Context: an optimization exercise on an open-source flow, tuned for small area, a short achievable clock period and few clock cycles per item. The choices shown serve that exercise and are no tape-out recipe.
At most, simulation tests tie the RTL to the original design; equivalence was not proved.
Function not checked in runs 1 and 4 to 6: the RTL went through the layout flow alone.

===== design/flow/design.v =====
module ysyx_23060136_EXU_DIV(
        input                 clk           ,
        input                 rst           ,
        input         [63:0]  dividend      ,
        input         [63:0]  divisor       ,
        input                 div_valid     ,
        input                 divw          ,
        input                 div_signed    ,
        output                div_ready     ,
        output                div_out_valid ,
        output        [63:0]  quotient      ,
        output        [63:0]  remainder
 );
    localparam [2:0] S_IDLE  = 3'd0,
                     S_PREP  = 3'd1,
                     S_ITER  = 3'd2,
                     S_CORR  = 3'd3,
                     S_REST  = 3'd4,
                     S_DONE  = 3'd5;
    wire        sa_in = div_signed & (divw ? dividend[31] : dividend[63]);
    wire        sb_in = div_signed & (divw ? divisor[31]  : divisor[63]);
    wire        qn_in = sa_in ^ sb_in;
    wire [64:0] a_ext = divw ? {{33{sa_in}}, dividend[31:0]} : {sa_in, dividend};
    wire [65:0] b_ext = divw ? {{34{sb_in}}, divisor[31:0]}  : {{2{sb_in}}, divisor};
    wire [6:0]  lza, lzb;
    ysyx_23060136_EXU_DIV_lzc u_lza (.x(a_ext[63:0] ^ {64{sa_in}}), .z(lza));
    ysyx_23060136_EXU_DIV_lzc u_lzb (.x(b_ext[63:0] ^ {64{sb_in}}), .z(lzb));
    wire [5:0]  lzbc  = lzb[5:0] | {6{lzb[6]}};
    wire        dz_in = lzb[6] & ~sb_in;                     
    wire        a_lt_b = ({1'b0, lzbc} + {6'b0, sa_in}) < lza;    
    wire [63:0] q_ones = divw ? (qn_in ? 64'hffffffff00000001 : 64'h00000000ffffffff)
                              : (qn_in ? 64'h0000000000000001 : 64'hffffffffffffffff);
    logic [2:0]  state;
    logic [65:0] R;          
    logic [65:0] D;          
    logic [63:0] Q;
    logic [5:0]  cnt;
    logic [5:0]  lza_r, lzb_r;
    logic        sa, qneg;
    logic        sub;        
    logic        early;      
    wire [65:0] y    = D ^ {66{sub}};
    wire        cin  = sub;
    wire [65:0] sum;
    ysyx_23060136_EXU_DIV_add u_add (.a(R), .b(y), .cin(cin), .s(sum));
    wire [65:0] cpre = {R[64:0] | y[64:0], cin};
    wire        zero = &(~(R ^ y ^ cpre));
    wire        acc  = sa ? (sum[65] | zero) : ~sum[65];
    wire        sub_n = acc ^ qneg;
    wire [5:0]  dd   = lzb_r - lza_r + {5'b0, sa};
    wire [65:0] d_sh = D << dd;
    wire        last = (cnt == 6'd0);
    always_ff @(posedge clk) begin
        if (rst) begin
            state <= S_IDLE;
        end
        else begin
            case (state)
            S_IDLE:  if (div_valid) state <= S_PREP;
            S_PREP:  state <= early ? S_IDLE : (acc ? S_ITER : (qneg ? S_REST : S_DONE));
            S_ITER:  if (last) state <= acc ? S_DONE : S_CORR;
            S_CORR:  state <= S_DONE;
            S_REST:  state <= S_DONE;
            default: state <= S_IDLE;
            endcase
        end
    end
    always_ff @(posedge clk) begin
        case (state)
        S_IDLE: begin
            R    <= {a_ext[64], a_ext};
            D    <= b_ext;
            Q    <= dz_in ? q_ones : 64'b0;
            lza_r <= lza[5:0];
            lzb_r <= lzbc;
            sa   <= sa_in;
            qneg <= qn_in;
            sub  <= ~qn_in;
            early <= dz_in | a_lt_b;
        end
        S_PREP: begin
            R <= qneg ? sum : {a_ext[64], a_ext};
            D   <= d_sh;
            cnt <= dd;
            Q   <= {64{qneg}};
        end
        S_ITER: begin
            R   <= sum;
            sub <= sub_n;
            Q   <= {Q[62:0], sub_n};
            cnt <= cnt - 6'd1;
            if (!last) D <= {D[65], D[65:1]};
        end
        S_CORR: begin
            R <= sum;
        end
        S_REST: begin
            R <= {a_ext[64], a_ext};
            Q <= 64'b0;
        end
        default: ;
        endcase
    end
    assign div_ready     = (state == S_IDLE);
    assign div_out_valid = (state == S_DONE) | ((state == S_PREP) & early);
    assign quotient      = Q;
    assign remainder     = R[63:0];
endmodule
module ysyx_23060136_EXU_DIV_add(
        input         [65:0]  a,
        input         [65:0]  b,
        input                 cin,
        output        [65:0]  s
 );
    localparam N = 67;
    wire [N-1:0] g [0:7];
    wire [N-1:0] p [0:7];
    assign g[0] = {a & b, cin};
    assign p[0] = {a ^ b, 1'b0};
    genvar l, i;
    generate
        for (l = 0; l < 7; l = l + 1) begin : lv
            for (i = 0; i < N; i = i + 1) begin : bt
                if (i >= (1 << l)) begin : m
                    localparam integer J = i - (1 << l);
                    assign g[l+1][i] = g[l][i] | (p[l][i] & g[l][J]);
                    assign p[l+1][i] = p[l][i] & p[l][J];
                end
                else begin : t
                    assign g[l+1][i] = g[l][i];
                    assign p[l+1][i] = p[l][i];
                end
            end
        end
    endgenerate
    assign s = p[0][66:1] ^ g[7][65:0];
endmodule
module ysyx_23060136_EXU_DIV_lzc(
        input         [63:0]  x,
        output        [6:0]   z
 );
    wire [31:0]     v1;
    wire [31:0]     c1;
    wire [15:0]     v2;
    wire [15:0][1:0] c2;
    wire [7:0]      v3;
    wire [7:0][2:0] c3;
    wire [3:0]      v4;
    wire [3:0][3:0] c4;
    wire [1:0]      v5;
    wire [1:0][4:0] c5;
    genvar i;
    generate
        for (i = 0; i < 32; i = i + 1) begin : g1
            assign v1[i] = x[2*i+1] | x[2*i];
            assign c1[i] = ~x[2*i+1];
        end
        for (i = 0; i < 16; i = i + 1) begin : g2
            assign v2[i] = v1[2*i+1] | v1[2*i];
            assign c2[i] = v1[2*i+1] ? {1'b0, c1[2*i+1]} : {1'b1, c1[2*i]};
        end
        for (i = 0; i < 8; i = i + 1) begin : g3
            assign v3[i] = v2[2*i+1] | v2[2*i];
            assign c3[i] = v2[2*i+1] ? {1'b0, c2[2*i+1]} : {1'b1, c2[2*i]};
        end
        for (i = 0; i < 4; i = i + 1) begin : g4
            assign v4[i] = v3[2*i+1] | v3[2*i];
            assign c4[i] = v3[2*i+1] ? {1'b0, c3[2*i+1]} : {1'b1, c3[2*i]};
        end
        for (i = 0; i < 2; i = i + 1) begin : g5
            assign v5[i] = v4[2*i+1] | v4[2*i];
            assign c5[i] = v4[2*i+1] ? {1'b0, c4[2*i+1]} : {1'b1, c4[2*i]};
        end
    endgenerate
    assign z = (v5[1] | v5[0]) ? (v5[1] ? {2'b00, c5[1]} : {2'b01, c5[0]}) : 7'd64;
endmodule

===== design/flow/run.sh =====
#!/bin/bash
# synth_recipe.tcl (not shown) runs the flow's synth.tcl, then flattens the netlist and writes it again
# the make line also repeats each setting of config.mk as NAME=value (left out here)
make -C /OpenROAD-flow-scripts/flow DESIGN_CONFIG=/design/flow/config.mk WORK_HOME=/design/flow/orfs CLKGATE_MAP_FILE= SYNTH_SCRIPT=/design/flow/synth_recipe.tcl finish

===== design/flow/config.mk =====
export PLATFORM = sky130hd
export DESIGN_NAME = ysyx_23060136_EXU_DIV
export DESIGN_NICKNAME = ysyx_23060136_EXU_DIV
export VERILOG_FILES = /design/flow/design.v
export SDC_FILE = /design/flow/constraint.sdc
export NUM_CORES = 4
export LEC_CHECK = 0
export CAP_MARGIN = 20
export CORE_MARGIN = 2
export CORE_UTILIZATION = 40
export SETUP_SLACK_MARGIN = 2.0
export SLEW_MARGIN = 20

===== design/flow/constraint.sdc =====
create_clock -name core_clock -period 6.5 [get_ports {clk}]
set_input_delay 1.3000 -clock core_clock [delete_from_list [all_inputs] [get_ports {clk}]]
set_output_delay 1.3000 -clock core_clock [all_outputs]
set_load 0.01 [all_outputs]

==> results of run 1 <==
==> state kept, by name (all words and copies together) (netlist names) <==
| register | cells |
|---|---|
| lzb_r | 6 |
| lza_r | 6 |
| state | 3 |
| R | 66 |
| cnt | 6 |
| D | 66 |
| qneg | 1 |
| Q | 64 |
| sub | 1 |
| sa | 1 |
| early | 1 |
==> per-stage QoR <==
stage	cell area, um2	utilization
6_report	30100	0.508
5_1_grt	30100	0.508
4_1_cts	28800	0.487
3_5_place_dp	26900	0.454
3_3_place_gp	26900	0.454
2_1_floorplan	24100	-
==> layer usage <==
layer / share of wire / vias to the layer above / GRT usage
li1: - / 11000 / -
met1: 0.42 / 11800 / 0.415
met2: 0.47 / 1027 / 0.522
met3: 0.066 / 179 / 0.0344
met4: 0.041 / 0 / 0.0997
met5: 0 / - / 0
==> final cells by class <==
type | count | area, um2 | share of cell area
Clock buffer | 35 | 791 | 0.0263
Clock inverter | 23 | 249 | 0.00828
Inverter | 198 | 752 | 0.0250
Multi-Input combinational cell | 2303 | 17200 | 0.572
Sequential cell | 221 | 6610 | 0.220
Tap cell | 773 | 967 | 0.0322
Timing Repair Buffer | 351 | 3500 | 0.116
==> logic make-up after synthesis <==
group,Yosys count,share of synthesized area
and+or+nand+nor,876,0.168
DFF,221,0.275
buffers and inverters,472,0.0867
xor gates and xnor gates,216,0.0787
muxes,136,0.0674
AOI/OAI and AO/OA,919,0.244
adders and majority gates,154,0.0805
==> cells in the final DEF, fill, tap and decap left out, drive strengths merged, types with 21 or more instances in the layout <==
cell type      Yosys  final
nand2            325    325
a21oi            245    245
clkdlybuf4s50      0    237
nor2             228    228
o21ai            224    226
edfxtp           218    218
inv              198    199
xor2             156    156
ha               153    153
a21o             112    112
mux2i            100    100
buf              102     90
nand3             64     64
xnor2             60     60
nor3              51     51
nand4             45     45
a22oi             45     45
a31oi             40     40
a211oi            37     37
clkbuf           172     37
o211ai            29     29
o31ai             24     24
o22ai             24     24
nor4              22     22
nand2b            21     21
and3              21     21
o221ai            21     21
==> how the worst min path moves through the flow <==
stage	depth (start not counted)	startpoint	slack, ns	to
finish	1	Q[27]	0.55	Q[28]
global placement	1	Q[27]	0.53	Q[28]
global route	1	Q[22]	0.57	Q[23]
detailed placement	1	Q[38]	0.54	Q[39]
CTS	1	Q[26]	0.55	Q[27]
floorplan	1	state[2]	0.53	sub
==> what timing repair did <==
item                                    in CTS  in global routing
endpoints found under the setup margin     105                 98
gates resized for setup                    155                190
gates cloned                                 1                  3
pin swaps                                   12                 29
setup buffers                                6                 22
==> flow_results.org, run 1 <==
** Run status
- The flow ran to the end and the layout has no timing, DRC or antenna violations.

** Timing
- Dividing the final minimum period by the clock period gives 0.698.
- Min Clock Period, post-route :: 4.54 ns
- Derived from the worst setup path, the maximum achievable clock frequency is 0.220 GHz.
- On the final layout, the worst clock skew is 0.0245 ns.
- Setup slack after layout :: 1.96 ns
- Measured against its own limit, the worst slew margin works out to 0.326.
- The hold violation count in the final report came to 0.
- RSZ-0062 raised after global routing :: true
- Setup TNS after final layout :: 0 ns
- Final Setup Violations :: 0
- Final hold slack :: 0.551 ns
- Final Max Tran Viols :: 0
- For the pin with the worst max-slew slack, the measured transition is 1.00 ns.

** Floorplan
- The floorplan has 89 rows.
- Die H :: 249 um
- 263 I/O pins were placed.
- The initial utilization of the core area, before any placement, comes to 0.406.
- The die is 249 um wide.
- The floorplan step defined a die boundary enclosing 62,100 um2.
- Core region area :: 59,200 um2

** Synthesis
- Number of nets in the synthesized netlist :: 3,281
- Most frequent cells after synthesis :: nand2_1 (324), a21oi_1 (245), nor2_1 (228)
- Of the synthesized area, sequential elements account for 0.275.
- The largest total area in the synthesized netlist belongs to edfxtp_1.
- Yosys Warn Count :: 2
- Syn Inst Count :: 2,994
- Netlist area before placement :: 24,000 um2
- The most used flip-flop cell after synthesis is edfxtp_1.
- Synth cell types :: 87
- The synthesized design contains 218 enable-type register cells.
- Synthesis inferred 221 register bits.
- Post-Syn Area per Cell :: 8.03 um2
- Yosys attributes the largest share of cell area to edfxtp_1 (27%), ha_1 (8.0%), xor2_1 (5.7%), a21oi_1 (5.1%), nand2_1 (5.1%).
- Post-synth ARST share :: 0
- Area share of the largest cell type after synthesis :: 0.272
- nand2_1 is the most common cell in the netlist.

** GRT
- The number of antenna violations at the first check in global routing is 1.
- First-pass GRT wire length :: 147,000 um
- Number of global-route vias before repair :: 22.9k
- After global routing the overflow that remains totals 0.
- For this run, the total global-route usage over all layers was measured as 0.310.
- Maximum number of pins on one net before global-route repair :: 81

** Finish
- In the final layout, the share of cells above drive strength 1 is 0.139.
- Fin nets :: 3,393
- FILL cells :: 5,643
- Relative to the synthesized area, the layout overhead comes to 25.1%.
- The number of antenna diodes in the final layout is 0.
- Layout Cells excl Fill :: 3,904

** Placement
- Pre-CTS WS :: 0.653 ns
- Summed over all nets, the half-perimeter wirelength after detailed placement is 78,400 um.
- The number of placed instances, taps included, is 3,814.
- The count of buffers added on input and output ports is 262.
- Final RePlAce weighted congestion :: 1.01

** Setup path
- Critical Path Stages :: 17
- STA classifies the critical path endpoint as a flip-flop.
- The worst setup path is of the flip-flop to flip-flop kind.
- STA classifies the critical path startpoint as a flip-flop.
- Reg2Reg Depth :: 17
- Worst path cell trace :: buf_12 -> buf_4 -> xor2_2 -> inv_1 -> ha_4 -> xor2_4 -> nand4_1 -> nor4_1 -> nand4_1 -> nor4_4 -> nor4b_1 -> a2111oi_2 -> buf_4 -> nand2_2 -> ha_4 -> o31ai_1 -> a221oi_1
- In this run the critical register-to-register path is launched from sub.
- Critical path capture point :: Q[0]
- Family with the most delay on the worst path :: simple AND/OR/NAND/NOR gates
- For this run, the slowest stage of the critical path takes 0.43 ns.
- Data on the critical path is required at its endpoint by 6.83 ns.
- Setup slack of the most critical reg-to-reg path :: 1.96 ns
- Crit path DAT :: 4.87 ns
- Critical-path cell with the highest stage delay :: edfxtp_1
- Critical Path Fanout Max :: 12
- RR Endpoint :: Q[0]
- Worst setup path startpoint :: sub
- Crit path buffers/inverters :: 4

** Clock network
- After clock tree synthesis, the clock-pin slew on the worst setup and hold paths is 0.06 ns.
- Worst skew pair latency :: 0.64 ns
- Clock tree synthesis found a total of 221 sinks.
- Counting along the longest clock path gives a buffer depth of 3.
- Clock tree synthesis inserted a total of 31 buffers.
- Hold bufs inserted after CTS :: 0
- In this run the number of H-tree levels came out at 1.
- Clock Root Buffer :: clkbuf_16
- TritonCTS built the clock tree.

** Hold path
- Hold crit path type :: flip-flop to flip-flop

** Job
- Max-cap violations in this run came to 0.

** Routing
- In the routed layout, each cell is associated on average with a via count of 6.14.
- In the final routed layout, each cell accounts on average for 26.2 um.
- Length of the first detailed-routing pass in iterations :: 6
- Once detail routing completed, the nets flagged for antenna violations numbered 0.
- For this block, the via count after detailed routing is 24.0k.
- For this block, the initial DRC count from the detailed router was 2,441.
- Summed over all layers, the routed wires come to 102,000 um.
- In the routed design, unresolved DRC markers number 0.
==> inputs of run 2 (changes only) <==
--- a/design/flow/design.v
+++ b/design/flow/design.v
@@ -27,7 +27,6 @@
     ysyx_23060136_EXU_DIV_lzc u_lzb (.x(b_ext[63:0] ^ {64{sb_in}}), .z(lzb));
     wire [5:0]  lzbc  = lzb[5:0] | {6{lzb[6]}};
     wire        dz_in = lzb[6] & ~sb_in;                     
-    wire        a_lt_b = ({1'b0, lzbc} + {6'b0, sa_in}) < lza;    
     wire [63:0] q_ones = divw ? (qn_in ? 64'hffffffff00000001 : 64'h00000000ffffffff)
                               : (qn_in ? 64'h0000000000000001 : 64'hffffffffffffffff);
     logic [2:0]  state;
@@ -35,10 +34,11 @@
     logic [65:0] D;          
     logic [63:0] Q;
     logic [5:0]  cnt;
-    logic [5:0]  lza_r, lzb_r;
+    logic [6:0]  lza_r;
+    logic [5:0]  lzb_r;
+    logic        dz;         
     logic        sa, qneg;
     logic        sub;        
-    logic        early;      
     wire [65:0] y    = D ^ {66{sub}};
     wire        cin  = sub;
     wire [65:0] sum;
@@ -47,7 +47,8 @@
     wire        zero = &(~(R ^ y ^ cpre));
     wire        acc  = sa ? (sum[65] | zero) : ~sum[65];
     wire        sub_n = acc ^ qneg;
-    wire [5:0]  dd   = lzb_r - lza_r + {5'b0, sa};
+    wire [5:0]  dd   = lzb_r - lza_r[5:0] + {5'b0, sa};
+    wire        early = dz | (({1'b0, lzb_r} + {6'b0, sa}) < lza_r);
     wire [65:0] d_sh = D << dd;
     wire        last = (cnt == 6'd0);
     always_ff @(posedge clk) begin
@@ -65,37 +66,42 @@
             endcase
         end
     end
+    wire [65:0] a_ld = {a_ext[64], a_ext};
+    always_ff @(posedge clk) begin
+        case (state)
+        S_PREP:         R <= qneg ? sum : a_ld;
+        S_ITER, S_CORR: R <= sum;
+        default:        R <= a_ld;
+        endcase
+    end
+    always_ff @(posedge clk) begin
+        case (state)
+        S_PREP:  D <= d_sh;
+        S_ITER:  D <= last ? b_ext : {D[65], D[65:1]};
+        default: D <= b_ext;
+        endcase
+    end
     always_ff @(posedge clk) begin
         case (state)
         S_IDLE: begin
-            R    <= {a_ext[64], a_ext};
-            D    <= b_ext;
-            Q    <= dz_in ? q_ones : 64'b0;
-            lza_r <= lza[5:0];
+            Q     <= dz_in ? q_ones : 64'b0;
+            lza_r <= lza;
+            dz    <= dz_in;
             lzb_r <= lzbc;
-            sa   <= sa_in;
-            qneg <= qn_in;
-            sub  <= ~qn_in;
-            early <= dz_in | a_lt_b;
+            sa    <= sa_in;
+            qneg  <= qn_in;
+            sub   <= ~qn_in;
         end
         S_PREP: begin
-            R <= qneg ? sum : {a_ext[64], a_ext};
-            D   <= d_sh;
             cnt <= dd;
             Q   <= {64{qneg}};
         end
         S_ITER: begin
-            R   <= sum;
             sub <= sub_n;
             Q   <= {Q[62:0], sub_n};
             cnt <= cnt - 6'd1;
-            if (!last) D <= {D[65], D[65:1]};
-        end
-        S_CORR: begin
-            R <= sum;
         end
         S_REST: begin
-            R <= {a_ext[64], a_ext};
             Q <= 64'b0;
         end
         default: ;
@@ -121,8 +127,8 @@
     generate
         for (l = 0; l < 7; l = l + 1) begin : lv
             for (i = 0; i < N; i = i + 1) begin : bt
-                if (i >= (1 << l)) begin : m
-                    localparam integer J = i - (1 << l);
+                if ((i >> l) & 1) begin : m
+                    localparam integer J = ((i >> l) << l) - 1;
                     assign g[l+1][i] = g[l][i] | (p[l][i] & g[l][J]);
                     assign p[l+1][i] = p[l][i] & p[l][J];
                 end
--- a/design/flow/config.mk
+++ b/design/flow/config.mk
@@ -8,5 +8,5 @@
 export CAP_MARGIN = 20
 export CORE_MARGIN = 2
 export CORE_UTILIZATION = 40
-export SETUP_SLACK_MARGIN = 2.0
+export SETUP_SLACK_MARGIN = 2.4
 export SLEW_MARGIN = 20
==> flow_results.org, run 2 <==
** Clock network
- Worst skew pair latency :: 0.59 ns (was 0.64 ns)
- The cell at the root of the clock tree is clkbuf_16 (unchanged).
- The buffer depth of the longest clock path is 3 (unchanged).
- Clk sink count :: 222 (was 221)
- TritonCTS buffer count :: 27 (was 31)
- CTS tree :: built (unchanged)
- Number of levels in the clock H-tree :: 1 (unchanged)
- Clock slew at reported path FFs :: 0.07 ns (was 0.06 ns)

** Setup path
- Worst path cell trace :: ha_2 -> ha_4 -> xor2_1 -> ha_1 -> a21o_1 -> a21o_1 -> a21o_1 -> a21o_1 -> a21oi_4 -> nor3_4 -> nor2_4 -> buf_6 (was buf_12 -> buf_4 -> xor2_2 -> inv_1 -> ha_4 -> xor2_4 -> nand4_1 -> nor4_1 -> nand4_1 -> nor4_4 -> nor4b_1 -> a2111oi_2 -> buf_4 -> nand2_2 -> ha_4 -> o31ai_1 -> a221oi_1)
- The worst-path maximum fanout is 3 (was 12).
- Slowest Stage Delay on Critical Path :: 0.43 ns (about the same)
- Crit path buffers/inverters :: 1 (was 4)
- Critical-path cell with the highest stage delay :: edfxtp_1 (unchanged)
- CP most frequent cell :: a21o_1
- The kind of end point of the critical path is a primary output (was flip-flop).
- The number of cells on the worst reg-to-reg path came to 18 (was 17).
- Crit path kind :: flip-flop to primary output (was flip-flop to flip-flop)
- The critical path startpoint category is a flip-flop (unchanged).
- Crit path DAT :: 3.15 ns (was 4.87 ns)
- The source of the worst register-to-register timing path was sub (unchanged).
- The cell class contributing the biggest share of worst-path delay was compound AO/OA/AOI/OAI gates (was simple AND/OR/NAND/NOR gates).
- The worst path required time is 5.20 ns (was 6.83 ns).
- RR Endpoint :: sub (was Q[0])
- Setup slack of the most critical reg-to-reg path :: 2.15 ns (was 1.96 ns)

** Synthesis
- The number of standard cells after synthesis is 2,742 (was 2,994).
- The post-synthesis instance area was 21,300 um2 (was 24,000 um2).
- Post-Syn Area per Cell :: 7.76 um2 (was 8.03 um2)
- The largest area contributor in the netlist was dfxtp_1 (was edfxtp_1).
- Number of register bits inferred by synthesis :: 222 (was 221)
- Sequential element share of the synthesized area :: 0.250 (was 0.275)
- Biggest area contributors in the synthesized netlist: dfxtp_1 (13%), edfxtp_1 (12%), ha_1 (8.9%), a21oi_1 (5.4%), xor2_1 (5.4%) (was edfxtp_1 (27%), ha_1 (8.0%), xor2_1 (5.7%), a21oi_1 (5.1%), nand2_1 (5.1%)).
- Post-synth ARST share :: 0 (unchanged)
- Area share of the largest cell type after synthesis :: 0.126 (was 0.272)
- Leading cell type by number of instances after synthesis :: nand2_1 (unchanged)
- The post-synthesis cell type count came to 88 (was 87).
- Most frequent cells after synthesis: nand2_1 (294), a21oi_1 (231), o21ai_0 (212) (was nand2_1 (324), a21oi_1 (245), nor2_1 (228)).
- The most used flip-flop cell after synthesis is dfxtp_1 (was edfxtp_1).
- Yosys Warn Count :: 2 (unchanged)
- The number of enable flip-flop cells after synthesis is 88 (was 218).
- The synthesized netlist net count was 3,033 (was 3,281).

** Run status
- Result of the run :: complete, no violations (unchanged)

** Hold path
- The terminating pin of the worst hold path is Q[38] (was Q[28]).
- The class of the worst hold path is flip-flop to flip-flop (unchanged).
- The source of the worst hold timing path is Q[37] (was Q[27]).
- Cell count of the worst hold path :: 1 (unchanged)

** Floorplan
- Std cell rows :: 84 (was 89)
- The core box area was 52,600 um2 (was 59,200 um2).
- The width of the die came to 235 um (was 249 um).
- Total I/O pin count :: 263 (unchanged)
- Starting density of the core :: 0.405 (was 0.406)
- Die H :: 235 um (was 249 um)
- The full die area came to 55,000 um2 (was 62,100 um2).

** Timing
- The actual transition at the worst max-transition pin came to 1.05 ns (was 1.00 ns).
- The hold violation count in the final report came to 0 (unchanged).
- Max_slew headroom :: 0.300 (was 0.326)
- Final critical-path share of the clock period :: 0.684 (was 0.698)
- Worst Clk Skew :: 0.0265 ns (was 0.0245 ns)
- RSZ-0062 raised after global routing: true (unchanged).
- The shortest clock period the worst path allows after layout came to 4.45 ns (was 4.54 ns).
- Final Setup Violations :: 0 (unchanged)
- The peak clock frequency supported by timing was 0.225 GHz (was 0.220 GHz).
- Final Max Tran Viols :: 0 (unchanged)
- The total negative setup slack is 0 ns (unchanged).
- Setup slack after layout :: 2.05 ns (was 1.96 ns)

** Finish
- The footprint of the flip-flops and latches is 5330 um2 (was 6610 um2).
- Most used cells in the layout excluding fill and tap cells :: nand2_1 (290), clkdlybuf4s50_1 (257), a21oi_1 (222) (was nand2_1 (321), a21oi_1 (237), clkdlybuf4s50_1 (237))
- The area of the multi-input gates was 15,400 um2 (was 17,200 um2).
- Registers with the highest flip-flop counts: D: 66 flops, R: 66 flops, Q: 64 flops (unchanged).
- Share of the core filled with cells :: 0.512 (was 0.508)
- Antenna diode count :: 0 (unchanged)
- Layout Cells excl Fill :: 3,618 (was 3,904)
- The fraction of final layout cells sized beyond drive strength 1 is 0.126 (was 0.139).
- The most frequent standard cell in the layout excluding fill and tap cells is nand2_1 (unchanged).
- The number of filler instances in the final layout was 5,068 (was 5,643).
- The layout net count was 3,200 (was 3,393).
- Synth-to-layout area growth :: 26.4% (was 25.1%)

** Routing
- The remaining antenna violation count is 0 (unchanged).
- The DRC marker count from the first detailed-route iteration was 2,154 (was 2,441).
- The via count was 21.8k (was 24.0k).
- The total DRC errors in the routed layout is 0 (unchanged).
- Routed wire length per instance :: 24.4 um (was 26.2 um)
- Length of the first detailed-routing pass in iterations :: 8 (was 6)
- The total wire length after detailed routing is 88,400 um (was 102,000 um).
- Drt via density :: 6.02 (was 6.14)

** GRT
- First-pass GRT wire length :: 129,000 um (was 147,000 um)
- Number of global-route vias before repair :: 20.5k (was 22.9k)
- Antenna violations before repair :: 2 (was 1)
- Maximum number of pins on one net before global-route repair :: 71 (was 81)
- GR Util All Layers :: 0.300 (was 0.310)
- Leftover overflow at the end of global routing :: 0 (unchanged)

** Placement
- The half-perimeter wire length after detailed placement is 68,000 um (was 78,400 um).
- The worst slack at placement was 1.11 ns (was 0.653 ns).
- The placer's final routability congestion estimate came to 0.963 (was 1.01).
- Quantity of I/O buffers inserted on ports :: 262 (unchanged)
- The cell total after placement came to 3,503 (was 3,814).

** Job
- Maxcap violations :: 0 (unchanged)
[run 2: area by class of cell]
type / instances / share of cell area
Tap cell: 688 / 0.0320
Inverter: 195 / 0.0273
Multi-Input combinational cell: 2099 / 0.572
Timing Repair Buffer: 364 / 0.135
Clock buffer: 29 / 0.0254
Clock inverter: 21 / 0.0106
Sequential cell: 222 / 0.198
[run 2: cell families (layout without fill, tap and decap cells)]
family	Yosys count	after routing	share of synthesized area
fa+ha+maj	158	158	0.0954
compound gates	827	828	0.246
mux	99	99	0.0573
simple gates	815	816	0.180
buf+inv	424	609	0.0892
flops	222	222	0.250
xor+xnor	197	198	0.0811
[run 2: layer usage]
metal | vias to the layer above | wire, um | track usage
li1 | 10000 | - | -
met1 | 10600 | 37600 | 0.410
met2 | 1017 | 40300 | 0.484
met3 | 144 | 7510 | 0.0496
met4 | 2 | 2990 | 0.0896
met5 | - | 13 | 0
[run 2: how the worst max path moves through the flow]
| stage | from | end | slack, ns | cells after the start |
|---|---|---|---|---|
| 2_1_floorplan | sub | sub | 2.39 | 20 |
| 3_3_place_gp | div_signed | Q[32] | 1.18 | 15 |
| 3_5_place_dp | div_signed | Q[59] | 1.11 | 15 |
| 4_1_cts | sa | div_out_valid | 2.07 | 12 |
| 5_1_grt | sa | div_out_valid | 1.98 | 12 |
| 6_report | lzb_r[0] | div_out_valid | 2.05 | 12 |
[run 2: repair_timing]
item,4_1_cts,5_1_grt
cloned,1,4
buffers inserted,26,34
setup endpoints to repair,137,122
hold buffers,0,0
pin swaps,39,40
gates resized for setup,125,107
[run 2: through the flow]
step	hold WS (ns)	area, um2
2_1_floorplan	0.488	21300
3_3_place_gp	0.530	24000
3_5_place_dp	0.538	24000
4_1_cts	0.555	25900
5_1_grt	0.571	26900
6_report	0.551	26900
Testbench counts of run 2, summed over its fixed seeds: cycles 10,303, items 960.
==> inputs of run 3 (changes only) <==
--- a/design/flow/config.mk
+++ b/design/flow/config.mk
@@ -8,5 +8,5 @@
 export CAP_MARGIN = 20
 export CORE_MARGIN = 2
 export CORE_UTILIZATION = 40
-export SETUP_SLACK_MARGIN = 2.4
+export SETUP_SLACK_MARGIN = 2.0
 export SLEW_MARGIN = 20
==> flow_results.org, run 3 <==
** GRT
- Maximum number of pins on one net before global-route repair :: 74 (was 71)
- Leftover overflow at the end of global routing :: 0 (unchanged)
- The via count of the first global-routing pass was 19.9k (was 20.5k).
- The most congested layer reported by global routing is met2 (unchanged).
- Antenna violations before repair :: 1 (was 2)
- The total routing resource utilization after global routing came to 0.295 (was 0.300).
- Met1 Track Usage GR :: 0.408 (was 0.410)
- The global routing usage on met3 is 0.0492 (was 0.0496).
- The met2 track demand over resource in global routing is 0.463 (was 0.484).
- First-pass GRT wire length :: 126,000 um (was 129,000 um)

** Timing
- The slack of the critical path is 1.99 ns (was 2.05 ns).
- Max_slew headroom :: 0.380 (was 0.300)
- Final Setup Violations :: 0 (unchanged)
- The hold violation count in the final report was 0 (unchanged).
- Peak clock frequency supported by timing :: 0.222 GHz (was 0.225 GHz)
- Setup TNS after final layout :: 0 ns (unchanged)
- RSZ-0062 raised after global routing :: true (unchanged)
- The shortest clock period the worst path allows after layout came to 4.51 ns (was 4.45 ns).
- The actual transition at the worst max-transition pin came to 0.931 ns (was 1.05 ns).
- Final Max Tran Viols :: 0 (unchanged)
- The period utilization came to 0.694 (was 0.684).
- Worst Clk Skew :: 0.0334 ns (was 0.0265 ns)

** Floorplan
- Total I/O pin count :: 263 (unchanged)
- Die H :: 235 um (unchanged)
- The width of the die is 235 um (unchanged).
- Starting density of the core :: 0.405 (unchanged)
- The total number of placement rows was 84 (unchanged).
- The full die area came to 55,000 um2 (unchanged).
- Core region area :: 52,600 um2 (unchanged)

** Clock network
- Buffers from clock root to sink, at most :: 3 (unchanged)
- The CTS tree was built (unchanged).
- The clock transition at the register clock pins on the worst setup and hold paths after CTS came to 0.06 ns (was 0.07 ns).
- The number of buffers inserted during clock tree synthesis was 28 (was 27).
- Number of levels in the clock H-tree :: 1 (unchanged)
- The cell at the root of the clock tree was clkbuf_16 (unchanged).
- The clock latency on the worst-skew pair is 0.60 ns (was 0.59 ns).
- Clk sink count :: 222 (unchanged)
- Hold bufs inserted after CTS :: 0 (unchanged)

** Routing
- The remaining antenna violation count was 0 (unchanged).
- Routed wire length per instance :: 24.1 um (was 24.4 um)
- Number of DRC markers after the initial detailed-route iteration :: 2,164 (was 2,154)
- Drt via density :: 5.99 (was 6.02)
- The total DRC errors in the routed layout is 0 (unchanged).
- The first-pass detailed-route iteration total came to 6 (was 8).
- The via count came to 21.4k (was 21.8k).
- Total routed wirelength :: 86,100 um (was 88,400 um)

** Finish
- Multi-input logic area :: 14,900 um2 (was 15,400 um2)
- The fraction of final layout cells sized beyond drive strength 1 came to 0.0945 (was 0.126).
- The relative area change from synthesis to final layout came to 21.5% (was 26.4%).
- The most frequent standard cell in the layout excluding fill and tap cells is nand2_1 (unchanged).
- Registers with the highest flip-flop counts: D: 66 flops, R: 66 flops, Q: 64 flops (unchanged).
- Fin nets :: 3,147 (was 3,200)
- Reg area :: 5330 um2 (about the same)
- Most used cells in the layout excluding fill and tap cells :: nand2_1 (293), clkdlybuf4s50_1 (258), a21oi_1 (225) (was nand2_1 (290), clkdlybuf4s50_1 (257), a21oi_1 (222))
- FILL cells :: 5,162 (was 5,068)

** Setup path
- Slowest Stage Delay on Critical Path :: 0.51 ns (was 0.43 ns)
- The number of cells on the worst reg-to-reg path is 18 (unchanged).
- Worst path cell trace: ha_4 -> ha_4 -> ha_4 -> a21o_1 -> a21o_1 -> a21o_1 -> a21o_1 -> a21o_1 -> a21oi_4 -> nor3_4 -> nor2_1 -> buf_2 (was ha_2 -> ha_4 -> xor2_1 -> ha_1 -> a21o_1 -> a21o_1 -> a21o_1 -> a21o_1 -> a21oi_4 -> nor3_4 -> nor2_4 -> buf_6).
- Worst r2r src :: sub (unchanged)
- Crit path DAT :: 3.21 ns (was 3.15 ns)
- Critical Path Stages :: 12 (unchanged)
- Setup slack of the most critical reg-to-reg path :: 2.07 ns (was 2.15 ns)
- Critical path capture point type :: primary output (unchanged)
- Required time of the critical path :: 5.20 ns (about the same)
- The capture point of the worst reg-to-reg path is sub (unchanged).
- The slowest stage cell on the critical path was edfxtp_1 (unchanged).
- The critical path startpoint category was a flip-flop (unchanged).
- The path type of the worst setup path is flip-flop to primary output (unchanged).
- Worst setup path startpoint :: lzb_r[0] (unchanged)
- Family with the most delay on the worst path :: compound AO/OA/AOI/OAI gates (unchanged)
- Critical Path Fanout Max :: 2 (was 3)
- The end of the critical path was div_out_valid (unchanged).
- The buffer and inverter count on the worst path was 1 (unchanged).
- The cell type with the highest occurrence count on the critical path is a21o_1 (unchanged).

** Synthesis
- The synthesized netlist net count was 3,033 (unchanged).
- Cell type with the highest aggregate area in the netlist :: dfxtp_1 (unchanged)
- The most used flip-flop cell after synthesis is dfxtp_1 (unchanged).
- The portion of the post-synthesis area used by sequential elements is 0.250 (unchanged).
- Area share of the largest cell type after synthesis :: 0.126 (unchanged)
- The post-synthesis instance area was 21,300 um2 (unchanged).
- The share of synthesized flip-flops with an asynchronous set or reset is 0 (unchanged).
- Biggest area contributors in the synthesized netlist: dfxtp_1 (13%), edfxtp_1 (12%), ha_1 (8.9%), a21oi_1 (5.4%), xor2_1 (5.4%) (unchanged).
- Most frequent cells after synthesis :: nand2_1 (294), a21oi_1 (231), o21ai_0 (212) (unchanged)
- The number of standard cells after synthesis was 2,742 (unchanged).
- Post-Syn Area per Cell :: 7.76 um2 (unchanged)
- The number of enable flip-flop cells after synthesis is 88 (unchanged).
- The most repeated cell in the gate-level netlist after synthesis was nand2_1 (unchanged).
- The yosys synthesis warning count came to 2 (unchanged).
- Synth cell types :: 88 (unchanged)
- Number of register bits inferred by synthesis :: 222 (unchanged)

** Placement
- The placer's final routability congestion estimate was 0.974 (was 0.963).
- The number of I/O port buffers is 262 (unchanged).
- The worst slack at placement came to 1.29 ns (was 1.11 ns).
- Half-perimeter wire length after detailed placement :: 67,300 um (was 68,000 um)

** Hold path
- Hold crit path type :: flip-flop to flip-flop (unchanged)

** Job
- The number of max-capacitance violations reported was 0 (unchanged).

** Run status
- Result of the run: complete, no violations (unchanged).
## run 3: cell counts after synthesis
No cell type changed its count.
## run 3: repair_timing
| action | 4_1_cts | 5_1_grt |
|---|---|---|
| resized for setup | 39 | 88 |
| pin swaps | 22 | 16 |
| cloned | 2 | 2 |
| buffers inserted | 7 | 4 |
| setup endpoints to repair | 69 | 86 |
## run 3: layout make-up
type | count | share of cell area
multi-input cells | 2097 | 0.577
flip-flops and latches | 222 | 0.206
repair buffers | 312 | 0.120
well taps | 688 | 0.0333
clock buffers | 34 | 0.0287
inverters | 195 | 0.0283
clock inverters | 18 | 0.00639
diodes | 1 | 0.0000968
## run 3: logic make-up after synthesis
group,Yosys count,synth area share
fa+ha+maj,158,0.0954
buf+inv,424,0.0892
flops,222,0.250
mux,99,0.0573
compound gates,827,0.246
simple gates,815,0.180
xor+xnor,197,0.0811
## run 3: through the flow
step | instance area, um2 | utilization | std cells | hold slack [ns]
2_1_floorplan | 21300 | - | 2742 | 0.488
3_3_place_gp | 24000 | 0.457 | 3498 | 0.533
3_5_place_dp | 24000 | 0.457 | 3498 | 0.536
4_1_cts | 25200 | 0.480 | 3559 | 0.549
5_1_grt | 25900 | 0.492 | 3566 | 0.571
6_report | 25900 | 0.492 | 3567 | 0.545
## run 3: per-layer routing
layer / up-vias / wire, um
li1: 9921 / -
met1: 10400 / 37900
met2: 943 / 38400
met3: 132 / 6640
met4: 0 / 3150
met5: - / 0
## run 3: worst min path at each step
stage	depth (start not counted)	startpoint	end	slack [ns]
floorplan	2	state[2]	state[2]	0.49
global placement	1	Q[1]	Q[2]	0.53
detailed placement	1	Q[27]	Q[28]	0.54
CTS	1	Q[58]	Q[59]	0.55
global route	1	Q[58]	Q[59]	0.57
finish	1	Q[58]	Q[59]	0.55
==> inputs of run 4 (changes only) <==
--- a/design/flow/design.v
+++ b/design/flow/design.v
@@ -35,7 +35,7 @@
     logic [63:0] Q;
     logic [5:0]  cnt;
     logic [6:0]  lza_r;
-    logic [5:0]  lzb_r;
+    logic [6:0]  lzb_r;      
     logic        dz;         
     logic        sa, qneg;
     logic        sub;        
@@ -47,8 +47,8 @@
     wire        zero = &(~(R ^ y ^ cpre));
     wire        acc  = sa ? (sum[65] | zero) : ~sum[65];
     wire        sub_n = acc ^ qneg;
-    wire [5:0]  dd   = lzb_r - lza_r[5:0] + {5'b0, sa};
-    wire        early = dz | (({1'b0, lzb_r} + {6'b0, sa}) < lza_r);
+    wire [5:0]  dd   = lzb_r[5:0] - lza_r[5:0];
+    wire        early = dz | (lzb_r < lza_r);
     wire [65:0] d_sh = D << dd;
     wire        last = (cnt == 6'd0);
     always_ff @(posedge clk) begin
@@ -87,7 +87,7 @@
             Q     <= dz_in ? q_ones : 64'b0;
             lza_r <= lza;
             dz    <= dz_in;
-            lzb_r <= lzbc;
+            lzb_r <= {1'b0, lzbc} + {6'b0, sa_in};
             sa    <= sa_in;
             qneg  <= qn_in;
             sub   <= ~qn_in;
--- a/design/flow/config.mk
+++ b/design/flow/config.mk
@@ -8,5 +8,5 @@
 export CAP_MARGIN = 20
 export CORE_MARGIN = 2
 export CORE_UTILIZATION = 40
-export SETUP_SLACK_MARGIN = 2.0
+export SETUP_SLACK_MARGIN = 1.7
 export SLEW_MARGIN = 20
==> flow_results.org, run 4 <==
** Finish
- Most used cells in the layout excluding fill and tap cells: clkdlybuf4s50_1 (258), nand2_1 (257), a21oi_1 (216) (was nand2_1 (293), clkdlybuf4s50_1 (258), a21oi_1 (225)).
- Antenna diode count :: 0 (was 1)
- FILL cells :: 5,154 (was 5,162)
- The area of the multi-input gates is 14,100 um2 (was 14,900 um2).
- Registers with the highest flip-flop counts: D: 66 flops, R: 66 flops, Q: 64 flops (unchanged).
- Proportion of layout cells with a drive suffix above 1 :: 0.0642 (was 0.0945)
- Most frequent standard cell in the layout excluding fill and tap cells :: clkdlybuf4s50_1 (was nand2_1)
- The layout net count came to 3,095 (was 3,147).
- Synth-to-layout area growth :: 18.6% (was 21.5%)
- Reg area :: 5360 um2 (was 5330 um2)

** Routing
- Number of DRC markers after the initial detailed-route iteration :: 2,011 (was 2,164)
- The total wire length after detailed routing was 83,600 um (was 86,100 um).
- The first-pass detailed-route iteration total is 5 (was 6).
- Drt via density :: 5.91 (was 5.99)
- The remaining antenna violation count is 0 (unchanged).
- The total DRC errors in the routed layout is 0 (unchanged).
- Routed wire length per instance :: 23.7 um (was 24.1 um)
- Total number of vias :: 20.8k (was 21.4k)

** GRT
- The total grt overflow came to 0 (unchanged).
- The number of antenna violations at the first check in global routing is 0 (was 1).
- First-pass GRT wire length :: 122,000 um (was 126,000 um)
- GR Util All Layers :: 0.296 (was 0.295)
- The maximum number of pins on one net before global-route repair was 83 (was 74).
- The via count of the first global-routing pass was 19.3k (was 19.9k).

** Hold path
- Hold crit path type :: flip-flop to flip-flop (unchanged)
- The instance count along the most critical hold path was 2 (was 1).
- Worst min-delay path endpoint :: D[36] (was Q[59])
- The source of the worst hold timing path was D[37] (was Q[58]).

** Setup path
- The source of the worst register-to-register timing path is sub (unchanged).
- Crit path DAT :: 5.17 ns (was 3.21 ns)
- The worst path required time came to 6.95 ns (was 5.20 ns).
- The worst-path maximum fanout was 12 (was 2).
- Critical-path cell with the highest stage delay :: clkdlybuf4s50_1 (was edfxtp_1)
- Reg2Reg Depth :: 17 (was 18)
- Slowest Stage Delay on Critical Path :: 0.63 ns (was 0.51 ns)
- The cell class contributing the biggest share of worst-path delay was simple AND/OR/NAND/NOR gates (was compound AO/OA/AOI/OAI gates).
- RR Endpoint :: sub (unchanged)
- Setup crit start kind :: input port (was flip-flop)
- Worst path cell trace: clkdlybuf4s50_1 -> and2_1 -> o21ai_1 -> buf_4 -> inv_1 -> buf_4 -> a31oi_1 -> nor2_1 -> nand3_1 -> nor2_1 -> buf_4 -> nor3_1 -> a31oi_1 -> nor2_1 -> o21a_1 (was ha_4 -> ha_4 -> ha_4 -> a21o_1 -> a21o_1 -> a21o_1 -> a21o_1 -> a21o_1 -> a21oi_4 -> nor3_4 -> nor2_1 -> buf_2).
- The kind of end point of the critical path is a flip-flop (was primary output).
- Crit path kind :: input port to flip-flop (was flip-flop to primary output)
- The register-to-register setup slack was 1.88 ns (was 2.07 ns).
- Crit path buffers/inverters :: 5 (was 1)

** Timing
- The final number of setup-violating endpoints was 0 (unchanged).
- Final Max Tran Viols :: 0 (unchanged)
- The hold violation count in the final report was 0 (unchanged).
- Worst Clk Skew :: 0.0218 ns (was 0.0334 ns)
- The period utilization was 0.727 (was 0.694).
- The peak clock frequency supported by timing was 0.212 GHz (was 0.222 GHz).
- The worst-case headroom to the max-slew limit is 0.187 (was 0.380).
- RSZ-0062 raised after global routing :: false (was true)
- Transition time at the pin with the least slew margin :: 1.21 ns (was 0.931 ns)
- The minimum hold slack came to 0.551 ns (was 0.545 ns).
- The total negative setup slack was 0 ns (unchanged).
- The shortest clock period the worst path allows after layout was 4.72 ns (was 4.51 ns).

** Synthesis
- Biggest area contributors in the synthesized netlist: dfxtp_1 (13%), edfxtp_1 (13%), ha_1 (8.4%), a21oi_1 (5.1%), xor2_1 (5.1%) (was dfxtp_1 (13%), edfxtp_1 (12%), ha_1 (8.9%), a21oi_1 (5.4%), xor2_1 (5.4%)).
- The post-synthesis cell type count was 83 (was 88).
- The number of standard cells after synthesis was 2,704 (was 2,742).
- The portion of the post-synthesis area used by sequential elements was 0.254 (was 0.250).
- The average cell area after synthesis came to 7.80 um2 (was 7.76 um2).
- Post-synth ARST share :: 0 (unchanged)
- Leading cell type by number of instances after synthesis :: nand2_1 (unchanged)
- The yosys synthesis warning count is 2 (unchanged).
- Number of register bits inferred by synthesis :: 223 (was 222)
- The post-synthesis instance area was 21,100 um2 (was 21,300 um2).
- The fraction of synthesized cell area taken by the top area cell type was 0.127 (was 0.126).
- Number of nets in the synthesized netlist :: 2,986 (was 3,033)
- Most frequent cells after synthesis: nand2_1 (257), a21oi_1 (217), inv_1 (200), nor2_1 (200), o21ai_0 (186) (was nand2_1 (294), a21oi_1 (231), o21ai_0 (212)).
- The most used flip-flop cell after synthesis is dfxtp_1 (unchanged).
- Number of flops mapped to enable cells by yosys :: 89 (was 88)
- Cell type with the highest aggregate area in the netlist :: dfxtp_1 (unchanged)

** Floorplan
- The count of boundary I/O pins was 263 (unchanged).
- The full die area was 54,600 um2 (was 55,000 um2).
- The core box area is 52,300 um2 (was 52,600 um2).
- Die width :: 234 um (was 235 um)
- Die H :: 234 um (was 235 um)
- The initial standard-cell utilization of the core is 0.403 (was 0.405).
- Std cell rows :: 84 (unchanged)

** Clock network
- Clk sink count :: 223 (was 222)
- Clock Root Buffer :: clkbuf_16 (unchanged)
- CTS tree :: built (unchanged)
- Worst skew pair latency :: 0.60 ns (about the same)
- TritonCTS buffer count :: 28 (unchanged)
- Clock slew at reported path FFs :: 0.07 ns (was 0.06 ns)
- The H-tree depth is 1 (unchanged).
- The buffer depth of the longest clock path came to 3 (unchanged).

** Job
- The number of max-capacitance violations reported is 0 (unchanged).

** Run status
- Result of the run :: complete, no violations (unchanged)

** Placement
- Half-perimeter wire length after detailed placement :: 65,300 um (was 67,300 um)
- Final RePlAce weighted congestion :: 1.01 (was 0.974)
- The number of I/O port buffers is 262 (unchanged).
## run 4: cell count changes after synthesis, sizes merged, moves of 16 or more
cell and delta:
a21oi -16, nor2 +19, mux2i +23, nand3 -17, nand2 -38, nor3 -18, o22ai +23, o21ai -25
## run 4: worst max-delay path by stage
| stage | startpoint | to | cells past startpoint |
|---|---|---|---|
| CTS | divisor[63] | lzb_r[5] | 12 |
| finish | dividend[31] | lza_r[3] | 15 |
| detailed placement | divisor[63] | lzb_r[5] | 12 |
| global placement | divisor[31] | lzb_r[5] | 12 |
| floorplan | sub | sub | 19 |
| global route | sub | sub | 18 |
## run 4: through the flow
| step | instances | utilization | setup WS [ns] | cell area [um2] |
|---|---|---|---|---|
| 6_report | 3522 | 0.478 | 1.78 | 25000 |
| 5_1_grt | 3522 | 0.478 | 1.69 | 25000 |
| 3_5_place_dp | 3461 | 0.456 | 1.16 | 23800 |
| 3_3_place_gp | 3461 | 0.456 | 1.28 | 23800 |
| 4_1_cts | 3515 | 0.475 | 1.77 | 24800 |
| 2_1_floorplan | 2704 | - | 1.71 | 21100 |
## run 4: routing by layer
metal	track usage	share of wire	up-vias
met5	0	0	-
met2	0.465	0.44	893
met3	0.0470	0.079	133
met4	0.0955	0.034	0
met1	0.412	0.44	10000
li1	-	-	9790
## run 4: final cells by class
type | count | share of cell area
Clock buffer | 37 | 0.0294
Multi-Input combinational cell | 2049 | 0.563
Clock inverter | 14 | 0.00805
Timing Repair Buffer | 309 | 0.121
Tap cell | 688 | 0.0344
Sequential cell | 223 | 0.214
Inverter | 202 | 0.0303
## run 4: cells by family after synthesis
| group | count (synthesis) | share of synthesized area |
|---|---|---|
| AOI/OAI and AO/OA | 822 | 0.249 |
| buffers and inverters | 432 | 0.0901 |
| and+or+nand+nor | 759 | 0.166 |
| xor gates and xnor gates | 199 | 0.0826 |
| muxes | 120 | 0.0676 |
| DFF | 223 | 0.254 |
| adders and majority gates | 149 | 0.0909 |
## run 4: timing repair
item | in CTS | in global routing
pin swaps | 0 | 5
gates cloned | 1 | 1
setup endpoints to repair | 3 | 72
gates resized for setup | 6 | 21
hold buffers | 0 | 0
buffers inserted | 2 | 6
## run 4: worst reg2reg max path, cell delays in order, from the launching register on
cell and delay, ns:
edfxtp_1 0.42, buf_4 0.19, clkbuf_16 0.21, xor2_1 0.30
inv_1 0.12, ha_1 0.38, nand4_1 0.25, nor4_4 0.25
inv_1 0.07, o211a_1 0.26, a211oi_4 0.30, a311oi_2 0.19
a311oi_2 0.31, xnor2_1 0.20, mux2_4 0.37, inv_1 0.06
ha_1 0.23, mux2_2 0.26
==> inputs of run 5 (changes only) <==
--- a/design/flow/config.mk
+++ b/design/flow/config.mk
@@ -8,5 +8,5 @@
 export CAP_MARGIN = 20
 export CORE_MARGIN = 2
 export CORE_UTILIZATION = 40
-export SETUP_SLACK_MARGIN = 1.7
+export SETUP_SLACK_MARGIN = 2.0
 export SLEW_MARGIN = 20
==> flow_results.org, run 5 <==
** Run status
- Result of the run: complete, no violations (unchanged).

** Routing
- The total wire length after detailed routing is 85,200 um (was 83,600 um).
- The via count was 21.3k (was 20.8k).
- Number of DRC markers after the initial detailed-route iteration :: 2,335 (was 2,011)
- DRC violations left :: 0 (unchanged)
- The remaining antenna violation count is 0 (unchanged).
- Length of the first detailed-routing pass in iterations :: 5 (unchanged)
- Drt via density :: 5.99 (was 5.91)
- Routed wire length per instance :: 23.9 um (was 23.7 um)

** GRT
- Number of global-route vias before repair :: 19.4k (was 19.3k)
- The maximum number of pins on one net before global-route repair was 82 (was 83).
- The number of antenna violations at the first check in global routing came to 0 (unchanged).
- The total routing resource utilization after global routing is 0.296 (about the same).
- The total grt overflow was 0 (unchanged).
- First-pass GRT wire length :: 122,000 um (about the same)

** Clock network
- Worst skew pair latency :: 0.61 ns (was 0.60 ns)
- The number of buffers inserted during clock tree synthesis came to 28 (unchanged).
- The CTS tree is built (unchanged).
- The H-tree depth is 1 (unchanged).
- The number of hold-repair buffers added at the cts stage came to 0 (unchanged).
- The buffer depth of the longest clock path was 3 (unchanged).
- Clock slew at reported path FFs :: 0.07 ns (about the same)
- The cell at the root of the clock tree is clkbuf_16 (unchanged).
- Clk sink count :: 223 (unchanged)

** Finish
- Total non-filler cell area in the finished layout :: 26,400 um2 (was 25,000 um2)
- The fraction of final layout cells sized beyond drive strength 1 came to 0.110 (was 0.0642).
- Most used cells in the layout excluding fill and tap cells :: nand2_1 (256), clkdlybuf4s50_1 (253), a21oi_1 (213) (was clkdlybuf4s50_1 (258), nand2_1 (257), a21oi_1 (216))
- Most frequent standard cell in the layout excluding fill and tap cells :: nand2_1 (was clkdlybuf4s50_1)
- Antenna diode count :: 0 (unchanged)
- Synth-to-layout area growth :: 25.1% (was 18.6%)
- Fin nets :: 3,130 (was 3,095)
- Registers with the highest flip-flop counts: D: 66 flops, R: 66 flops, Q: 64 flops (unchanged).

** Synthesis
- The count of state elements after synthesis was 223 (unchanged).
- The portion of the post-synthesis area used by sequential elements was 0.254 (unchanged).
- The average cell area after synthesis came to 7.80 um2 (unchanged).
- The most repeated cell in the gate-level netlist after synthesis is nand2_1 (unchanged).
- The number of enable flip-flop cells after synthesis came to 89 (unchanged).
- The most used flip-flop cell after synthesis was dfxtp_1 (unchanged).
- Most frequent cells after synthesis :: nand2_1 (257), a21oi_1 (217), inv_1 (200), nor2_1 (200), o21ai_0 (186) (unchanged)
- Yosys Warn Count :: 2 (unchanged)
- Syn Inst Count :: 2,704 (unchanged)
- Biggest area contributors in the synthesized netlist: dfxtp_1 (13%), edfxtp_1 (13%), ha_1 (8.4%), a21oi_1 (5.1%), xor2_1 (5.1%) (unchanged).
- The post-synthesis instance area was 21,100 um2 (unchanged).
- The post-synthesis cell type count came to 83 (unchanged).
- Number of nets in the synthesized netlist :: 2,986 (unchanged)
- The share of synthesized flip-flops with an asynchronous set or reset is 0 (unchanged).
- Cell type with the highest aggregate area in the netlist :: dfxtp_1 (unchanged)
- Area share of the largest cell type after synthesis :: 0.127 (unchanged)

** Timing
- The total negative setup slack was 0 ns (unchanged).
- Final critical-path share of the clock period :: 0.690 (was 0.727)
- Final hold slack :: 0.550 ns (was 0.551 ns)
- Transition time at the pin with the least slew margin :: 1.02 ns (was 1.21 ns)
- The number of max-slew violations in the final report was 0 (unchanged).
- The worst-case headroom to the max-slew limit came to 0.318 (was 0.187).
- The final clock skew came to 0.0385 ns (was 0.0218 ns).
- Min Clock Period, post-route :: 4.49 ns (was 4.72 ns)
- Peak clock frequency supported by timing :: 0.223 GHz (was 0.212 GHz)
- RSZ-0062 raised after global routing :: true (was false)
- The hold violation count in the final report was 0 (unchanged).
- Final Setup Violations :: 0 (unchanged)

** Setup path
- The worst path required time was 6.86 ns (was 6.95 ns).
- Critical path capture point type :: flip-flop (unchanged)
- Critical Path Fanout Max :: 8 (was 12)
- The critical path startpoint category is a flip-flop (was input port).
- The data arrival at the endpoint of the critical path came to 4.85 ns (was 5.17 ns).
- Crit path kind :: flip-flop to flip-flop (was input port to flip-flop)

** Job
- Maxcap violations :: 0 (unchanged)

** Floorplan
- The core box area is 52,300 um2 (unchanged).
- Starting density of the core :: 0.403 (unchanged)
- Area enclosed by the die boundary :: 54,600 um2 (unchanged)
- The die height was 234 um (unchanged).
- Total I/O pin count :: 263 (unchanged)
- The total number of placement rows is 84 (unchanged).
- The width of the die was 234 um (unchanged).

** Placement
- The half-perimeter wire length after detailed placement is 66,000 um (was 65,300 um).
- Final RePlAce weighted congestion :: 1.02 (was 1.01)
- The number of I/O port buffers was 262 (unchanged).
- Post-DP Area :: 23,900 um2 (was 23,800 um2)

** Hold path
- Hold crit path type :: flip-flop to flip-flop (unchanged)
-- run 5: worst paths after layout --
kind         start     to  slack [ns]  cells after the start
max            sub    sub        2.01                     19
min          Q[47]  Q[48]        0.55                      1
max reg2reg    sub    sub        2.01                     19
min reg2reg  Q[47]  Q[48]        0.55                      1
-- run 5: logic make-up (layout without fill, tap and decap cells) --
group                    Yosys count  in the layout  synth area share
multiplexers                     120            120            0.0676
XOR/XNOR                         199            199            0.0826
flip-flops                       223            223             0.254
adder cells (fa/ha/maj)          149            149            0.0909
buffers and inverters            432            598            0.0901
AND/OR/NAND/NOR                  759            759             0.166
AO/OA/AOI/OAI                    822            822             0.249
-- run 5: through the flow --
| step | worst slack (ns) | util | instances |
|---|---|---|---|
| 5_1_grt | 1.84 | 0.504 | 3558 |
| 6_report | 2.01 | 0.504 | 3558 |
| 3_3_place_gp | 0.991 | 0.457 | 3469 |
| 3_5_place_dp | 0.937 | 0.457 | 3470 |
| 4_1_cts | 1.90 | 0.479 | 3530 |
| 2_1_floorplan | 2.00 | - | 2704 |
-- run 5: area by class of cell --
cell class	instances	area [um2]
fill	4957	26000
multi-input combinational	2049	15000
sequential	223	5360
timing repair buffer	344	3420
tap	688	861
clock buffer	34	763
inverter	202	762
clock inverter	18	246
-- run 5: repair_timing --
item,in CTS,in global routing
gates cloned,0,3
setup buffers,8,25
pin swaps,3,29
endpoints found under the setup margin,92,82
gates resized for setup,25,156
-- run 5: critical path, stage by stage (launching register included) --
cell and delay [ns]:
edfxtp_1 0.44, buf_12 0.19, buf_12 0.16, xor2_4 0.18
inv_2 0.11, ha_4 0.20, buf_4 0.14, a21oi_1 0.13
nand2_1 0.07, a21oi_1 0.29, a31oi_4 0.16, o211ai_2 0.19
a211oi_2 0.11, a311oi_2 0.48, a311oi_2 0.17, xnor2_1 0.27
mux2_4 0.37, inv_2 0.09, ha_4 0.19, mux2_2 0.25
-- run 5: routing by layer --
metal | wire (um) | global-route usage | share of wire
met5 | 0 | 0 | 0
met4 | 3200 | 0.110 | 0.038
met3 | 6980 | 0.0350 | 0.082
met2 | 38200 | 0.464 | 0.45
met1 | 36800 | 0.414 | 0.43
==> inputs of run 6 (changes only) <==
--- a/design/flow/config.mk
+++ b/design/flow/config.mk
@@ -7,6 +7,6 @@
 export LEC_CHECK = 0
 export CAP_MARGIN = 20
 export CORE_MARGIN = 2
-export CORE_UTILIZATION = 40
+export CORE_UTILIZATION = 60
 export SETUP_SLACK_MARGIN = 2.0
 export SLEW_MARGIN = 20
==> flow_results.org, run 6 <==
** Hold path
- The terminating pin of the worst hold path is D[36] (was Q[48]).
- The source of the worst hold timing path is D[37] (was Q[47]).
- Hold crit path type :: flip-flop to flip-flop (unchanged)

** Routing
- The vias per cell came to 6.69 (was 5.99).
- The first-pass detailed-route iteration total came to 9 (was 5).
- Total number of vias :: 22.2k (was 21.3k)
- The remaining antenna violation count is 0 (unchanged).
- The total DRC errors in the routed layout came to 0 (unchanged).
- Number of DRC markers after the initial detailed-route iteration :: 3,378 (was 2,335)
- Routed wire length per instance :: 24.8 um (was 23.9 um)

** Clock network
- The number of buffers inserted during clock tree synthesis was 26 (was 28).
- The clock transition at the register clock pins on the worst setup and hold paths after CTS is 0.07 ns (about the same).
- The cell at the root of the clock tree was clkbuf_16 (unchanged).
- The CTS tree is built (unchanged).
- Buffers from clock root to sink, at most :: 3 (unchanged)
- The count of clock tree sinks came to 223 (unchanged).
- The H-tree depth is 1 (unchanged).
- Worst skew pair latency :: 0.57 ns (was 0.61 ns)

** Setup path
- The kind of end point of the critical path is a flip-flop (unchanged).
- The worst path required time was 6.82 ns (was 6.86 ns).
- The slowest stage cell on the critical path is edfxtp_1 (was a311oi_2).
- RR Endpoint :: sub (unchanged)
- The worst-path maximum fanout was 5 (was 8).
- Crit path kind :: flip-flop to flip-flop (unchanged)
- Setup slack of the most critical reg-to-reg path :: 1.84 ns (was 2.01 ns)
- Crit path DAT :: 4.97 ns (was 4.85 ns)
- The source of the worst register-to-register timing path is sub (unchanged).
- Worst path cell trace :: buf_8 -> clkbuf_16 -> xor2_4 -> inv_1 -> ha_4 -> and3_1 -> nor3_2 -> a21bo_2 -> a31oi_4 -> o211ai_4 -> a211oi_4 -> a311oi_4 -> a311oi_2 -> xnor2_1 -> mux2_4 -> inv_2 -> ha_2 -> mux2_2 (was buf_12 -> buf_12 -> xor2_4 -> inv_2 -> ha_4 -> buf_4 -> a21oi_1 -> nand2_1 -> a21oi_1 -> a31oi_4 -> o211ai_2 -> a211oi_2 -> a311oi_2 -> a311oi_2 -> xnor2_1 -> mux2_4 -> inv_2 -> ha_4 -> mux2_2)

** GRT
- First-pass GRT wire length :: 119,000 um (was 122,000 um)
- Leftover overflow at the end of global routing :: 0 (unchanged)
- The maximum number of pins on one net before global-route repair was 83 (was 82).
- GR Util All Layers :: 0.423 (was 0.296)

** Finish
- FILL cells :: 2,494 (was 4,957)
- The layout net count was 3,126 (was 3,130).
- Synth-to-layout area growth :: 22.6% (was 25.1%)
- Layout Cells excl Fill :: 3,320 (was 3,558)
- Most frequent standard cell in the layout excluding fill and tap cells :: clkdlybuf4s50_1 (was nand2_1)
- Most used cells in the layout excluding fill and tap cells :: clkdlybuf4s50_1 (257), nand2_1 (256), a21oi_1 (213) (was nand2_1 (256), clkdlybuf4s50_1 (253), a21oi_1 (213))

** Placement
- Quantity of I/O buffers inserted on ports :: 262 (unchanged)
- Final RePlAce weighted congestion :: 1.07 (was 1.02)
- Half-perimeter wire length after detailed placement :: 59,000 um (was 66,000 um)
- Post-DP Area :: 23,500 um2 (was 23,900 um2)
- Total instance count after detailed placement :: 3,222 (was 3,470)

** Synthesis
- The post-synthesis instance area came to 21,100 um2 (unchanged).
- The most used flip-flop cell after synthesis is dfxtp_1 (unchanged).
- The number of standard cells after synthesis is 2,704 (unchanged).
- Sequential element share of the synthesized area :: 0.254 (unchanged)
- The share of synthesized flip-flops with an asynchronous set or reset was 0 (unchanged).
- Number of register bits inferred by synthesis :: 223 (unchanged)
- The yosys synthesis warning count came to 2 (unchanged).
- The fraction of synthesized cell area taken by the top area cell type is 0.127 (unchanged).
- Most frequent cells after synthesis :: nand2_1 (257), a21oi_1 (217), inv_1 (200), nor2_1 (200), o21ai_0 (186) (unchanged)
- Number of nets in the synthesized netlist :: 2,986 (unchanged)

** Floorplan
- Total I/O pin count :: 263 (unchanged)
- The core box area is 34,500 um2 (was 52,300 um2).
- Die width :: 191 um (was 234 um)
- Std cell rows :: 68 (was 84)
- The die height came to 191 um (was 234 um).

** Timing
- The final clock skew was 0.0267 ns (was 0.0385 ns).
- RSZ-0062 raised after global routing: true (unchanged).
- Max_slew headroom :: 0.299 (was 0.318)
- The total negative setup slack was 0 ns (unchanged).
- The final number of setup-violating endpoints is 0 (unchanged).
- Final Max Tran Viols :: 0 (unchanged)
- Final critical-path share of the clock period :: 0.716 (was 0.690)
- The peak clock frequency supported by timing is 0.215 GHz (was 0.223 GHz).
- The actual transition at the worst max-transition pin was 1.05 ns (was 1.02 ns).

** Run status
- Result of the run :: complete, no violations (unchanged)

** Job
- The number of max-capacitance violations reported was 0 (unchanged).
==> run 6: cell types whose count changed in the layout (fill, tap and decap cells not counted), sizes merged <==
cell	change
clkbuf	-3
clkdlybuf4s15	-1
clkdlybuf4s50	+4
diode	+1
dlygate4sd2	+1
buf	-3
clkinvlp	-2
clkinv	+9
clkdlybuf4s18	-1
bufinv	-3
inv	-3
dlymetal6s2s	-4
==> run 6: layout make-up <==
type / instances / area, um2 / area share
Multi-Input combinational cell: 2049 / 15000 / 0.579
Clock inverter: 18 / 121 / 0.00469
Clock buffer: 30 / 697 / 0.0269
Antenna cell: 1 / 2.50 / 0.0000967
Timing Repair inverter: 1 / 5.00 / 0.000193
Inverter: 202 / 762 / 0.0295
Tap cell: 455 / 569 / 0.0220
Timing Repair Buffer: 341 / 3370 / 0.130
Sequential cell: 223 / 5360 / 0.207
==> run 6: timing repair <==
item / in CTS / in global routing
hold buffers: 0 / 0
endpoints found under the setup margin: 75 / 89
pin swaps: 16 / 21
setup buffers: 16 / 26
gates cloned: 3 / 4
gates resized for setup: 84 / 85
==> run 6: critical path: cells and delay by family, from the launching register on <==
family,cells,cell delay (ns)
buffers and inverters,4,0.60
adder cells (fa/ha/maj),2,0.48
AND/OR/NAND/NOR,2,0.39
AO/OA/AOI/OAI,6,1.33
multiplexers,2,0.62
XOR/XNOR,2,0.49
flip-flops,1,0.46
==> run 6: how the worst max path moves through the flow <==
| stage | startpoint | endpoint |
|---|---|---|
| 2_1_floorplan | sub | sub |
| 3_3_place_gp | divisor[63] | lzb_r[5] |
| 3_5_place_dp | divisor[63] | lzb_r[5] |
| 4_1_cts | sub | sub |
| 5_1_grt | sub | sub |
| 6_report | sub | sub |
==> run 6: cells by family (layout without fill, tap and decap cells) <==
group / Yosys count / in the layout / synth area share
other: 0 / 1 / 0
AOI/OAI and AO/OA: 822 / 822 / 0.249
and+or+nand+nor: 759 / 759 / 0.166
xor gates and xnor gates: 199 / 199 / 0.0826
DFF: 223 / 223 / 0.254
buffers and inverters: 432 / 592 / 0.0901
muxes: 120 / 120 / 0.0676
adders and majority gates: 149 / 149 / 0.0909
==> run 6: layer usage <==
metal / track usage / up-vias / wire, um
met5: 0 / - / 81
met4: 0.207 / 4 / 5750
met3: 0.0960 / 360 / 11100
met2: 0.644 / 1723 / 34800
met1: 0.565 / 10300 / 30600
li1: - / 9825 / -
==> run 6: stage by stage <==
stage	hold WS [ns]	setup slack (ns)	util
after global routing	0.576	1.77	0.749
after CTS	0.540	1.95	0.727
after detailed placement	0.534	1.14	0.681
after global placement	0.525	1.24	0.681
final	0.549	1.84	0.749
after floorplan	0.469	2.00	-

## static timing again, ports no longer ideal
The results above use ideal ports. As a check the final layouts listed here were re-extracted and re-timed, cells and wires unchanged. Step 1 sets driving cells, clkbuf_16 on the clock port and buf_2 on the other inputs (assumed; they add their load-dependent delay and slew). Step 2 also shifts input and output timing later by t, the mid clock arrival at the registers, as if the neighbouring blocks saw the same clock. Three values: no drivers, after step 1, after step 2; two values: the first two.
| run | t (ns) | setup WS [ns] | worst setup path at the end | worst slew at a driven data input, ns |
|---|---|---|---|---|
| run 1 | 0.686 | 1.961 / 1.961 / 1.444 | input to register | 0.05 |
| run 2 | 0.631 | 2.054 / 1.995 / 1.866 | input to register | 0.07 |
| run 3 | 0.649 | 1.987 / 1.926 / 1.582 | input to register | 0.08 |
| run 4 | 0.646 | 1.777 / 1.812 / 1.166 | input to register | 0.06 |
| run 5 | 0.649 | 2.014 / 2.014 / 1.482 | input to register | 0.06 |
| run 6 | 0.609 | 1.843 / 1.843 / 1.434 | input to register | 0.06 |
After both steps every run listed still meets setup and hold. The setup slack of run 4, which loses most, moves by +0.035 ns with the drivers and by -0.611 ns with both steps.
